Background: an optimization exercise with open tools, aiming at small area. Do not read the settings as production practice.
In this exercise RTL edits were held to simulation tests only and were not proved equivalent to the original.

==> flow/design.v (outline; a module is shown in full before it is edited, if it fits) <==
// module mac_fa: 4 lines
// module mac_ha: 4 lines
// module mac_unit_Parallel_128_clk: 5174 lines
module mac_unit_Parallel_128_clk
#(
    parameter DATA_WIDTH    = 8,
    parameter VEC_LENGTH    = 16,
	parameter ACC_WIDTH     = DATA_WIDTH + 16,
	parameter RESULT_WIDTH  = 2*DATA_WIDTH
) (
	input  logic                             clk,
	input  logic                             reset,
	input  logic                             mul_en,
	input  logic                             acc_en,
	input  logic                             load_accum,
	input  logic [VEC_LENGTH*DATA_WIDTH-1:0] act,
	input  logic [VEC_LENGTH*DATA_WIDTH-1:0] w_in,
	input  logic signed [ACC_WIDTH-1:0]      accum_prev,
	output logic signed [RESULT_WIDTH-1:0]   result
);
  // ...
==> flow/run.sh <==
#!/bin/bash
# synth_recipe.tcl (not shown) runs the flow's synth.tcl, then flattens the netlist and writes it again
# the make line also repeats each setting of config.mk as NAME=value (left out here)
make -C /OpenROAD-flow-scripts/flow DESIGN_CONFIG=/design/flow/config.mk WORK_HOME=/design/flow/orfs CLKGATE_MAP_FILE= SYNTH_SCRIPT=/design/flow/synth_recipe.tcl finish
==> flow/config.mk <==
export PLATFORM = sky130hd
export DESIGN_NAME = mac_unit_Parallel_128_clk
export DESIGN_NICKNAME = mac_unit_Parallel_128_clk
export VERILOG_FILES = /design/flow/design.v
export SDC_FILE = /design/flow/constraint.sdc
export NUM_CORES = 4
export LEC_CHECK = 0
export CAP_MARGIN = 20
export CORE_MARGIN = 2
export CORE_UTILIZATION = 40
export SLEW_MARGIN = 20
export SYNTH_HIERARCHICAL = 1
export SYNTH_MINIMUM_KEEP_SIZE = 0
==> flow/constraint.sdc <==
create_clock -name core_clock -period 8.0 [get_ports {clk}]
set_input_delay 1.6000 -clock core_clock [delete_from_list [all_inputs] [get_ports {clk}]]
set_output_delay 1.6000 -clock core_clock [all_outputs]
set_load 0.01 [all_outputs]
==> flow_metrics.py, run 1 <==
metrics = {
    "floorplanning": {
        "fp-row-count": 106,
        "core_sq_mm": 0.08342,
        "start_util": 0.4035,
        "die_y_microns": 294.1,
    },
    "critical_path": {
        "crit_path_max_fanout": 6,
        "startpoint": "w_in[82]",
        "timing.critical_path.mode_cell": "fa_1",
        "ff2ff_setup_slack_ns": 1.28,
        "rr_worst_depth": 13,
        "required_ns": 8.35,
        "worstSetupStartpointType": "input pin",
    },
    "min_path": {
        "hold_class": "reg2reg",
    },
    "run_status": {
        "status": "complete, no violations",
    },
    "final_layout": {
        "final_common_cell": "fa_1",
        "fillCellCount": 7539,
        "signal_buffers": 486,
        "top_regs": "a_r (128), acc_r (24), t_r (20)",
        "area_growth_pct": 16.72,
        "multi_input_area_sq_mm": 0.02698,
        "layout.nonclk_buf_frac": 0.1135,
        "seq_area_sq_mm": 0.005665,
    },
    "cts": {
        "clk_pin_slew_ns": 0.06,
        "cts_buffers": 27,
        "cts-hold-fix-buffers": 0,
        "clockRootBuffer": "clkbuf_16",
    },
    "yosys": {
        "yosys-mux-area-fraction": 0.01156,
        "synth-xor-area-share": 0.007806,
        "synth_seq_cells": 204,
        "synth.top_cell.area_share": 0.5989,
        "yosys_warnings": 7,
    },
    "routing": {
        "wl_met1_microns": 51490,
        "wire_per_inst_microns": 32.10,
    },
    "global_routing": {
        "grt_max_degree": 72,
        "use_met2": 0.5241,
    },
    "placed_design": {
        "port_buffers": 300,
    },
    "sta": {
        "tns_ns": 0,
        "skew_ns": 0.03933,
        "final.min_clock_period_ns": 7.812,
        "period_share": 0.9764,
    },
}
==> run 2: changes to the inputs <==
==> flow/flow/run.sh (new file) <==
#!/bin/bash
# Standard ORFS layout (the standard.sh, standard synthesis unchanged), with one
# change: the port buffers that global placement inserts on every input and output
# are the smallest buffer cell instead of the default delay buffer.
set -euo pipefail
export BUFFER_PORTS_ARGS="-buffer_cell sky130_fd_sc_hd__buf_1"
bash standard.sh > standard.log 2>&1
==> flow/standard.sh (new file) <==
#!/bin/bash
# synth_recipe.tcl (not shown) runs the flow's synth.tcl, then flattens the netlist and writes it again
# the make line also repeats each setting of config.mk as NAME=value (left out here)
make -C /OpenROAD-flow-scripts/flow DESIGN_CONFIG=/design/flow/config.mk WORK_HOME=/design/flow/orfs CLKGATE_MAP_FILE= SYNTH_SCRIPT=/design/flow/synth_recipe.tcl "${@:-finish}"
removed: flow/run.sh
==> run 2 against run 1 <==
Via count decreased by 1.5%. Still clean on timing, DRC and antenna. Critical endpoint unchanged. Largest cell class unchanged. First-iteration DRC count increased by 3.5%. Global-route usage decreased by 1.4 points. Non-clock buffer count decreased by 79. Flip-flop and latch count unchanged. Register-to-register slack got worse by 0.06 ns. Critical path type unchanged. Clock-buffer cell count decreased by 7.
==> flow_metrics.py, run 2 <==
metrics = {
    "placed_design": {
        "port_buffers": 300,
        "place.gp.congestion": 1.057,
        "dp.final_hpwl_microns": 114800,
    },
    "routing": {
        "vias_per_cell": 5.525,
        "route.detailed.drc": 0,
        "first_pass_iters": 5,
        "wire_per_inst_microns": 31.37,
        "vias": 22780,
        "wl_microns": 129300,
        "detail_route.iter0.violations": 2170,
        "ant_nets": 0,
    },
    "final_layout": {
        "final_common_cell": "fa_1",
        "utilization": 0.4440,
        "area_growth_pct": 10.02,
        "layout.nets": 4349,
        "layout-drive-gt1-share": 0.06018,
        "regMostFlops": "a_r",
        "largest_reg_flops": 128,
        "top_regs": "a_r (128), acc_r (24), t_r (20)",
        "layout_common_cells": "1007 x fa_1, 832 x nand2_1, 298 x buf_1",
    },
    "yosys": {
        "netlist_top_cells_area": "fa_1 60%, edfxtp_1 14%, nand2_1 9.3%, and2_1 4.2%, dfxtp_1 2.7%",
        "synthCells": 2829,
        "yosys_warnings": 7,
        "async_flop_share": 0,
        "yosysTopAreaCell": "fa_1",
        "netlist_area_sq_mm": 0.03366,
        "synth_edf_count": 158,
        "ys.flop_type": "edfxtp_1",
        "ys_top_cells_by_count": "1007 x fa_1, 832 x nand2_1, 239 x clkbuf_1",
        "synth_seq_cells": 204,
        "synth.top_cell.area_share": 0.5989,
        "post-synth-top-count-cell": "fa_1",
        "syn_avg_cell_area_sq_um": 11.90,
        "synth_cell_type_count": 48,
        "yosysSeqAreaShare": 0.1683,
    },
    "global_routing": {
        "grt_max_degree": 66,
        "track_usage": 0.3073,
        "grt_pass1_wl_microns": 183100,
        "antenna_found_initial": 2,
        "grt_pass1_vias": 24810,
        "gr-total-overflow": 0,
    },
    "cts": {
        "post_cts_buffers": 0,
        "cts.sinks": 204,
        "clk_pin_slew_ns": 0.07,
        "cts_resized": 0,
        "cts_buffers": 28,
        "clockRootBuffer": "clkbuf_16",
        "cts_max_path_buffers": 3,
        "worstSkewPairLatency_ns": 0.64,
        "cts-hold-fix-buffers": 0,
        "cts_tree": "done",
        "htreeDepth": 1,
    },
    "sta": {
        "hold_viol": 0,
        "finalSetupViolCount": 0,
        "worst_pin_slew_ns": 0.9404,
        "period_share": 0.9210,
        "drv_slew": 0,
        "whs_ns": 0.4108,
        "fmax_mhz": 135.7,
        "skew_ns": 0.02960,
        "slew_headroom": 0.3731,
        "tns_ns": 0,
        "final.min_clock_period_ns": 7.368,
        "grt_setup_unrepaired": "false",
    },
    "critical_path": {
        "path_class": "in2reg",
        "worstSetupEndpointType": "flip-flop",
        "crit_path_max_fanout": 8,
        "rr_worst_depth": 13,
        "worstSetupStartpointType": "input pin",
        "ff2ff_setup_slack_ns": 1.22,
        "arrival_ns": 7.75,
        "required_ns": 8.39,
    },
    "floorplanning": {
        "die_w_microns": 294.1,
        "die-area_sq_mm": 0.08649,
        "ios": 301,
        "die_y_microns": 294.1,
        "fp-row-count": 106,
        "core_sq_mm": 0.08342,
        "start_util": 0.4035,
    },
    "min_path": {
        "hold_class": "reg2reg",
        "whs_path_depth": 1,
    },
    "flow_run": {
        "max_cap_violations": 0,
    },
    "run_status": {
        "status": "complete, no violations",
    },
}
[run 2: cell counts after synthesis]
Identical to the previous run, type by type.
[run 2: logic make-up (layout without fill, tap and decap cells)]
group                    count (synthesis)  in the layout  share of synthesized area
multiplexers                            36             36                    0.01156
XOR/XNOR                                30             30                   0.007805
buffers and inverters                  265            467                    0.03133
adder cells (fa/ha/maj)               1045           1045                     0.6130
flip-flops                             204            204                     0.1683
AO/OA/AOI/OAI                          120            120                    0.02331
AND/OR/NAND/NOR                       1128           1128                     0.1446
other                                    1             13                  0.0001114
[run 2: final timing paths]
kind | start | to
setup / recovery | w_in[25] | q1[12]
setup reg to reg | a_r[75] | q1[12]
hold reg to reg | q0[2] | t_r[2]
hold / removal | q0[2] | t_r[2]
[run 2: modules after synthesis (local to each module, per instance)]
module	cells inside	flops+latches	copies in the design	cell area, sq um
mac_unit_Parallel_128_clk	1820	204	1	13490
mac_fa	1	0	1005	20.02
mac_ha	1	0	4	12.51
[run 2: final cells by class]
cell class,instances,area [sq um]
fill,7761,46390
multi-input combinational,2370,26980
sequential,204,5665
timing repair buffer,407,1947
tap,1080,1351
clock buffer,32,715.7
clock inverter,20,341.6
inverter,8,30.03
antenna,2,5.005
[run 2: critical path: stages]
cell     delay, ns
buf_1         0.44
nand2_1       0.16
fa_1          0.47
fa_1          0.51
fa_1          0.48
fa_1          0.46
fa_1          0.48
fa_1          0.48
fa_1          0.50
fa_1          0.42
fa_1          0.41
fa_1          0.49
fa_1          0.41
fa_1          0.43
[run 2: metrics by stage]
step	area [sq um]	setup slack [ns]	std cells
2_1_floorplan	33700	0.5740	2839
3_3_place_gp	35970	0.07610	4069
3_5_place_dp	35970	0.04079	4069
4_1_cts	37030	0.7332	4121
5_1_grt	37030	0.5674	4121
6_report	37040	0.6321	4123
[run 2: layer usage]
metal | track usage | share of wire | up-vias
met5 | 0 | 0.00022 | -
met4 | 0.1878 | 0.078 | 4
met3 | 0.05196 | 0.081 | 268
met2 | 0.4866 | 0.46 | 1213
met1 | 0.3972 | 0.38 | 12220
li1 | - | - | 9069
==> run 3: changes to the inputs <==
--- a/flow/config.mk
+++ b/flow/config.mk
@@ -8,6 +8,8 @@
 export CAP_MARGIN = 20
 export CORE_MARGIN = 2
 export CORE_UTILIZATION = 40
+export CTS_BUF_LIST = sky130_fd_sc_hd__clkbuf_4 sky130_fd_sc_hd__clkbuf_8
+export GPL_TIMING_DRIVEN = 0
 export SLEW_MARGIN = 20
 export SYNTH_HIERARCHICAL = 1
 export SYNTH_MINIMUM_KEEP_SIZE = 0
==> run 3 against run 2 <==
Die area unchanged. Sequential share of layout area grew 0.14 points. Maximum frequency decreased by 2.2%. Utilization is 0.41 points lower. Global-route usage up 0.17 points. Non-clock buffer count up 41. Clock skew increased by 0.012 ns.
==> flow_metrics.py, run 3 <==
metrics = {
    "run_status": {
        "status": "complete, no violations",
    },
    "critical_path": {
        "crit_path_max_fanout": 8,
        "path_class": "in2reg",
        "rr_worst_depth": 14,
        "arrival_ns": 7.94,
        "critPathMaxStageDelay_ns": 0.61,
        "cp_cell_sequence": "clkbuf_1, nand2_1, fa_1, fa_1, fa_1, fa_1, fa_1, fa_1, fa_1, fa_1, fa_1, fa_1, ha_1, ha_1",
        "endpoint": "q1[11]",
        "slowest_stage": "fa_1",
        "reg2reg_to": "q1[11]",
        "r2r-start": "a_r[77]",
        "ff2ff_setup_slack_ns": 0.98,
        "required_ns": 8.41,
        "worstSetupStartpointType": "input pin",
        "startpoint": "w_in[77]",
        "worstSetupEndpointType": "flip-flop",
        "timing.critical_path.mode_cell": "fa_1",
    },
    "yosys": {
        "ys_top_cells_by_count": "1007 x fa_1, 832 x nand2_1, 239 x clkbuf_1",
        "synth.top_cell.area_share": 0.5989,
        "yosysSeqAreaShare": 0.1683,
        "synthCells": 2829,
        "netlist_top_cells_area": "fa_1 60%, edfxtp_1 14%, nand2_1 9.3%, and2_1 4.2%, dfxtp_1 2.7%",
        "synthSimpleGateAreaFrac": 0.1446,
        "synth-xor-area-share": 0.007806,
        "synthAdderAreaFrac": 0.6130,
        "yosys-mux-area-fraction": 0.01156,
        "yosysTopAreaCell": "fa_1",
        "yosys_warnings": 7,
        "synth_compound_area_frac": 0.02331,
        "netlist_area_sq_mm": 0.03366,
        "synth_seq_cells": 204,
        "syn_avg_cell_area_sq_um": 11.90,
        "post-synth-top-count-cell": "fa_1",
        "async_flop_share": 0,
        "synth_edf_count": 158,
        "synth_top_family_by_area": "adder cells",
        "synth_cell_type_count": 48,
        "ys.flop_type": "edfxtp_1",
    },
    "cts": {
        "worstSkewPairLatency_ns": 0.67,
        "post_cts_buffers": 0,
        "cts_max_path_buffers": 3,
        "cts-hold-fix-buffers": 0,
        "clockRootBuffer": "clkbuf_8",
        "cts_tree": "done",
        "cts_buffers": 40,
        "htreeDepth": 2,
        "cts.sinks": 204,
        "cts_resized": 0,
        "clk_pin_slew_ns": 0.06,
    },
    "placed_design": {
        "place_area_sq_mm": 0.03585,
        "place.gp.congestion": 1.002,
        "pre_cts_ws_ns": -0.1478,
        "port_buffers": 186,
        "dp.final_hpwl_microns": 113200,
    },
    "global_routing": {
        "grt_pass1_vias": 25150,
        "grt_max_degree": 36,
        "gr-total-overflow": 0,
        "antenna_found_initial": 3,
        "grt_pass1_wl_microns": 184100,
        "track_usage": 0.3090,
    },
    "floorplanning": {
        "die_y_microns": 294.1,
        "die-area_sq_mm": 0.08649,
        "ios": 301,
        "start_util": 0.4035,
        "die_w_microns": 294.1,
        "fp-row-count": 106,
        "core_sq_mm": 0.08342,
    },
    "sta": {
        "setup_ws_ns": 0.4653,
        "whs_ns": 0.4109,
        "fmax_mhz": 132.7,
        "grt_setup_unrepaired": "false",
        "final.min_clock_period_ns": 7.535,
        "slew_headroom": 0.4610,
        "drv_slew": 0,
        "hold_viol": 0,
        "skew_ns": 0.04165,
        "tns_ns": 0,
        "period_share": 0.9418,
        "finalSetupViolCount": 0,
        "worst_pin_slew_ns": 0.8085,
    },
    "final_layout": {
        "largest_reg_flops": 128,
        "layout-drive-gt1-share": 0.03643,
        "area_growth_pct": 8.999,
        "final_area_sq_mm": 0.03669,
        "top_regs": "a_r (128), acc_r (24), t_r (20)",
        "layout_common_cells": "1007 x fa_1, 832 x nand2_1, 239 x clkbuf_1",
        "final_common_cell": "fa_1",
        "regMostFlops": "a_r",
        "layout.nets": 4402,
    },
    "routing": {
        "detail_route.iter0.violations": 2182,
        "first_pass_iters": 7,
        "vias": 23080,
        "wl_microns": 129700,
        "ant_nets": 0,
        "route.detailed.drc": 0,
        "wire_per_inst_microns": 31.00,
        "vias_per_cell": 5.515,
    },
    "min_path": {
        "hold_class": "reg2reg",
    },
    "flow_run": {
        "max_cap_violations": 0,
    },
}
## run 3: cell count changes in the layout (fill, tap and decap cells not counted), sizes merged
cell	delta
clkbuf	+257
buf	-196
bufinv	-6
clkinv	+6
## run 3: cell type report
type                            count  area [sq um]
Antenna cell                        2         5.005
Fill cell                        7949         46730
Multi-Input combinational cell   2370         26980
Buffer                            257          1025
Sequential cell                   204          5665
Clock inverter                     20         170.2
Inverter                            8         30.03
Tap cell                         1080          1351
Clock buffer                       52         665.6
Timing Repair Buffer              191         799.5
## run 3: metrics by stage
step	utilization	std cells
detailed placement	0.4297	4110
finish	0.4398	4184
global route	0.4398	4183
global placement	0.4285	4105
floorplan	-	2839
CTS	0.4398	4182
## run 3: worst min path at each step
stage / start / to / cells after the start
6_report: q0[0] / t_r[0] / 1
5_1_grt: q0[0] / t_r[0] / 1
4_1_cts: q0[0] / t_r[0] / 1
3_5_place_dp: q0[6] / t_r[6] / 1
3_3_place_gp: q0[4] / t_r[4] / 1
2_1_floorplan: q0[2] / t_r[2] / 1
## run 3: Yosys stat by module (local to each module, per instance)
module	cell area, sq um	flops+latches	cells inside	copies in the design
mac_fa	20.02	0	1	1005
mac_ha	12.51	0	1	4
mac_unit_Parallel_128_clk	13490	204	1820	1
## run 3: logic make-up (layout without fill, tap and decap cells)
group / Yosys count / count (layout)
AOI/OAI and AO/OA: 120 / 120
xor gates and xnor gates: 30 / 30
adders and majority gates: 1045 / 1045
buffers and inverters: 265 / 528
DFF: 204 / 204
muxes: 36 / 36
other: 1 / 13
and+or+nand+nor: 1128 / 1128
## run 3: metal layers
layer  global-route usage  part of all wire  vias to the layer above
met5                    0           0.00019                        -
li1                     -                 -                     9179
met2               0.4803              0.46                     1198
met1               0.4061              0.39                    12430
met4               0.1987             0.080                        4
met3              0.04804             0.072                      264
## run 3: critical path, delay by kind of cell
family / cells / cell delay, ns
adder cells (fa/ha/maj): 12 / 5.55
AND/OR/NAND/NOR: 1 / 0.20
buffers and inverters: 1 / 0.59
==> run 4: changes to the inputs <==
--- a/flow/design.v
+++ b/flow/design.v
@@ -2,6 +2,12 @@
 	assign s  = a ^ b ^ c;
 	assign co = (a & b) | (a & c) | (b & c);
 endmodule
+module mac_bsel (input logic one, input logic two, input logic neg, input logic a0, input logic a1, output logic p);
+	assign p = ((one & a0) | (two & a1)) ^ neg;
+endmodule
+module mac_bseln (input logic one, input logic two, input logic neg, input logic a0, input logic a1, output logic p);
+	assign p = ~(((one & a0) | (two & a1)) ^ neg);
+endmodule
 module mac_ha (input logic a, input logic b, output logic s, output logic co);
 	assign s  = a ^ b;
 	assign co = a & b;
==> flow/flow/run.sh (replaced) <==
#!/bin/bash
# Standard ORFS layout (the standard.sh, standard synthesis unchanged), with these
# changes to how the layout is made:
#  - the port buffers that global placement puts on every input and output are the
#    smallest buffer cell instead of the default delay buffer;
#  - the buffers ABC put in during synthesis are removed at floorplan (the resizer
#    puts back what timing and slew need);
#  - clock tree synthesis adds no dummy loads.
set -euo pipefail
export BUFFER_PORTS_ARGS="-buffer_cell sky130_fd_sc_hd__buf_1"
export REMOVE_ABC_BUFFERS=1
export CTS_ARGS="-sink_clustering_enable -repair_clock_nets -dont_use_dummy_load -buf_list {sky130_fd_sc_hd__clkbuf_4 sky130_fd_sc_hd__clkbuf_8}"
bash standard.sh > standard.log 2>&1
==> run 4 against run 3 <==
Critical path depth did not move. Routed wire length fell by 4.1%. First-iteration DRC count rose by 6.7%. Largest cell class unchanged. Synthesized cell count did not move. Area after synthesis did not move. Final area fell by 2.3%. Register-to-register slack improved by 0.24 ns. Global-route usage fell by 1.2 points. Utilization fell by 0.99 points. Sequential share of layout area rose by 0.36 points.
==> flow_metrics.py, run 4 <==
metrics = {
    "cts": {
        "post_cts_buffers": 0,
        "clk_pin_slew_ns": 0.05,
        "cts-hold-fix-buffers": 0,
        "cts_tree": "done",
        "clockRootBuffer": "clkbuf_8",
        "cts_resized": 0,
        "worstSkewPairLatency_ns": 0.65,
        "cts.sinks": 204,
        "htreeDepth": 2,
        "cts_buffers": 41,
        "cts_max_path_buffers": 3,
    },
    "final_layout": {
        "layout.nets": 4261,
        "layout_common_cells": "1007 x fa_1, 832 x nand2_1, 297 x buf_1",
        "largest_reg_flops": 128,
        "area_growth_pct": 6.545,
        "utilization": 0.4299,
        "seq_area_sq_mm": 0.005665,
        "top_regs": "a_r (128), acc_r (24), t_r (20)",
        "layout-drive-gt1-share": 0.02663,
        "regMostFlops": "a_r",
        "final_common_cell": "fa_1",
        "fillCellCount": 7882,
        "final_area_sq_mm": 0.03587,
        "multi_input_area_sq_mm": 0.02698,
    },
    "yosys": {
        "post-synth-top-count-cell": "fa_1",
        "ys_top_cells_by_count": "1007 x fa_1, 832 x nand2_1, 239 x clkbuf_1",
        "netlist_area_sq_mm": 0.03366,
        "synthSimpleGateAreaFrac": 0.1446,
        "synthAdderAreaFrac": 0.6130,
        "ys.flop_type": "edfxtp_1",
        "yosysSeqAreaShare": 0.1683,
        "synth_cell_type_count": 48,
        "async_flop_share": 0,
        "synth_compound_area_frac": 0.02331,
        "syn_avg_cell_area_sq_um": 11.90,
        "synth_seq_cells": 204,
        "yosys_warnings": 7,
        "netlist_top_cells_area": "fa_1 60%, edfxtp_1 14%, nand2_1 9.3%, and2_1 4.2%, dfxtp_1 2.7%",
        "synth_edf_count": 158,
        "synth.top_cell.area_share": 0.5989,
        "yosysTopAreaCell": "fa_1",
        "synth_top_family_by_area": "adder cells",
        "synth-xor-area-share": 0.007806,
        "yosys-mux-area-fraction": 0.01156,
        "synthCells": 2829,
    },
    "global_routing": {
        "use_met2": 0.4479,
        "grt_pass1_vias": 24630,
        "grt_pass1_wl_microns": 177600,
        "track_usage": 0.2972,
        "gr-total-overflow": 0,
        "antenna_found_initial": 12,
        "grt_max_degree": 46,
        "grtUsageMet3": 0.09358,
        "met1_usage": 0.3970,
        "top_usage_layer": "met2",
    },
    "sta": {
        "period_share": 0.9521,
        "drv_slew": 0,
        "fmax_mhz": 131.3,
        "skew_ns": 0.07495,
        "final.min_clock_period_ns": 7.617,
        "slew_headroom": 0.3182,
        "setup_ws_ns": 0.3828,
        "grt_setup_unrepaired": "false",
        "finalSetupViolCount": 0,
        "hold_viol": 0,
        "worst_pin_slew_ns": 1.023,
    },
    "critical_path": {
        "critPathMaxStageDelay_ns": 0.55,
        "ff2ff_setup_slack_ns": 1.22,
        "timing.critical_path.mode_cell": "fa_1",
        "startpoint": "w_in[3]",
        "cp_cell_sequence": "buf_1, nand2_1, fa_1, fa_1, fa_1, fa_1, fa_1, fa_1, fa_1, fa_1, fa_1, fa_1, fa_1, fa_1",
        "path_class": "in2reg",
        "worstSetupStartpointType": "input pin",
        "arrival_ns": 7.92,
        "worstSetupEndpointType": "flip-flop",
        "reg2reg_to": "q1[12]",
        "endpoint": "q1[12]",
        "r2r-start": "a_r[0]",
        "required_ns": 8.31,
        "slowest_stage": "fa_1",
        "crit_path_max_fanout": 8,
        "rr_worst_depth": 13,
    },
    "floorplanning": {
        "ios": 301,
        "core_sq_mm": 0.08342,
        "fp-row-count": 106,
        "start_util": 0.4035,
        "die_y_microns": 294.1,
        "die_w_microns": 294.1,
        "die-area_sq_mm": 0.08649,
    },
    "placed_design": {
        "dp.final_hpwl_microns": 109400,
        "pre_cts_ws_ns": -0.1558,
        "place_area_sq_mm": 0.03528,
        "port_buffers": 300,
        "place.gp.congestion": 1.024,
    },
    "routing": {
        "first_pass_iters": 6,
        "route.detailed.drc": 0,
        "vias": 22610,
        "wire_per_inst_microns": 30.95,
        "detail_route.iter0.violations": 2329,
        "ant_nets": 0,
        "wl_microns": 124400,
        "vias_per_cell": 5.626,
    },
    "run_status": {
        "status": "complete, no violations",
    },
    "flow_run": {
        "max_cap_violations": 0,
    },
    "min_path": {
        "hold_class": "reg2reg",
    },
}
-- run 4: cell counts after synthesis --
Identical to the previous run, type by type.
-- run 4: cell type report --
class,instances,area share
flip-flops and latches,204,0.1580
well taps,1080,0.03768
multi-input cells,2370,0.7522
inverters,8,0.0008373
diodes,10,0.0006977
clock buffers,41,0.01573
repair buffers,306,0.03485
-- run 4: layer usage --
metal / vias up / part of all wire
met5: - / 0.00065
met4: 12 / 0.050
met3: 264 / 0.11
met2: 1346 / 0.45
met1: 12100 / 0.38
li1: 8892 / -
-- run 4: worst min-delay path by stage --
stage / from / endpoint / cells past startpoint
after CTS: q0[5] / t_r[5] / 1
final: q0[4] / t_r[4] / 1
after global routing: q0[5] / t_r[5] / 1
after floorplan: q0[2] / t_r[2] / 1
after detailed placement: q0[5] / t_r[5] / 1
after global placement: q0[6] / t_r[6] / 1
-- run 4: kinds of logic (layout without fill, tap and decap cells) --
kind of cell	Yosys count	in the layout
DFF	204	204
AOI/OAI and AO/OA	120	120
buffers and inverters	265	355
adders and majority gates	1045	1045
muxes	36	36
other	1	21
and+or+nand+nor	1128	1128
xor gates and xnor gates	30	30
-- run 4: worst max-delay path: cells and delay by family --
kind	cells	cell delay (ns)
AND/OR/NAND/NOR	1	0.18
adder cells (fa/ha/maj)	12	5.67
buffers and inverters	1	0.46
-- run 4: Yosys stat by module, one instance, submodules excluded --
module                     area (sq um)  cells  flops+latches
mac_unit_Parallel_128_clk         13490   1820            204
mac_fa                            20.02      1              0
mac_ha                            12.51      1              0
-- run 4: per-stage QoR --
step,instances,hold slack (ns),setup TNS (ns)
2_1_floorplan,2582,0.4089,0
3_3_place_gp,3962,0.4143,-116.65
3_5_place_dp,3968,0.4181,-0.3371
4_1_cts,4009,0.4255,0
5_1_grt,4014,0.4438,0
6_report,4019,0.4201,0

-- static timing again, ports no longer ideal --
How much do the figures lean on ideal ports? The routed layouts below were timed once more, with nothing changed but the port constraints. Step 1, drivers: a clkbuf_16 drives clk and a buf_2 each remaining input, both assumed. Step 2, shift: input delay + t, output delay - t, t = (earliest + latest rising clock arrival at the registers) / 2. This alone moves slack from input paths to output paths. Three values: ideal ports, drivers, drivers and shift; two values: the first two.
run | shift t [ns] | setup WS [ns] | clock arrival spread, ns | pins driven straight from the clock port
run 1 | 0.662 | 0.188 / 0.205 / -0.457 | 0.040 / 0.040 | 1
run 2 | 0.691 | 0.632 / 0.664 / -0.027 | 0.033 / 0.033 | 1
run 3 | 0.720 | 0.465 / 0.445 / -0.275 | 0.054 / 0.053 | 1
run 4 | 0.677 | 0.383 / 0.409 / -0.268 | 0.075 / 0.075 | 1
Met with ideal ports but missed after step 2: setup timing in every run listed. The setup slack of run 3, which loses most, moves by -0.020 ns with the drivers and by -0.740 ns with both steps.
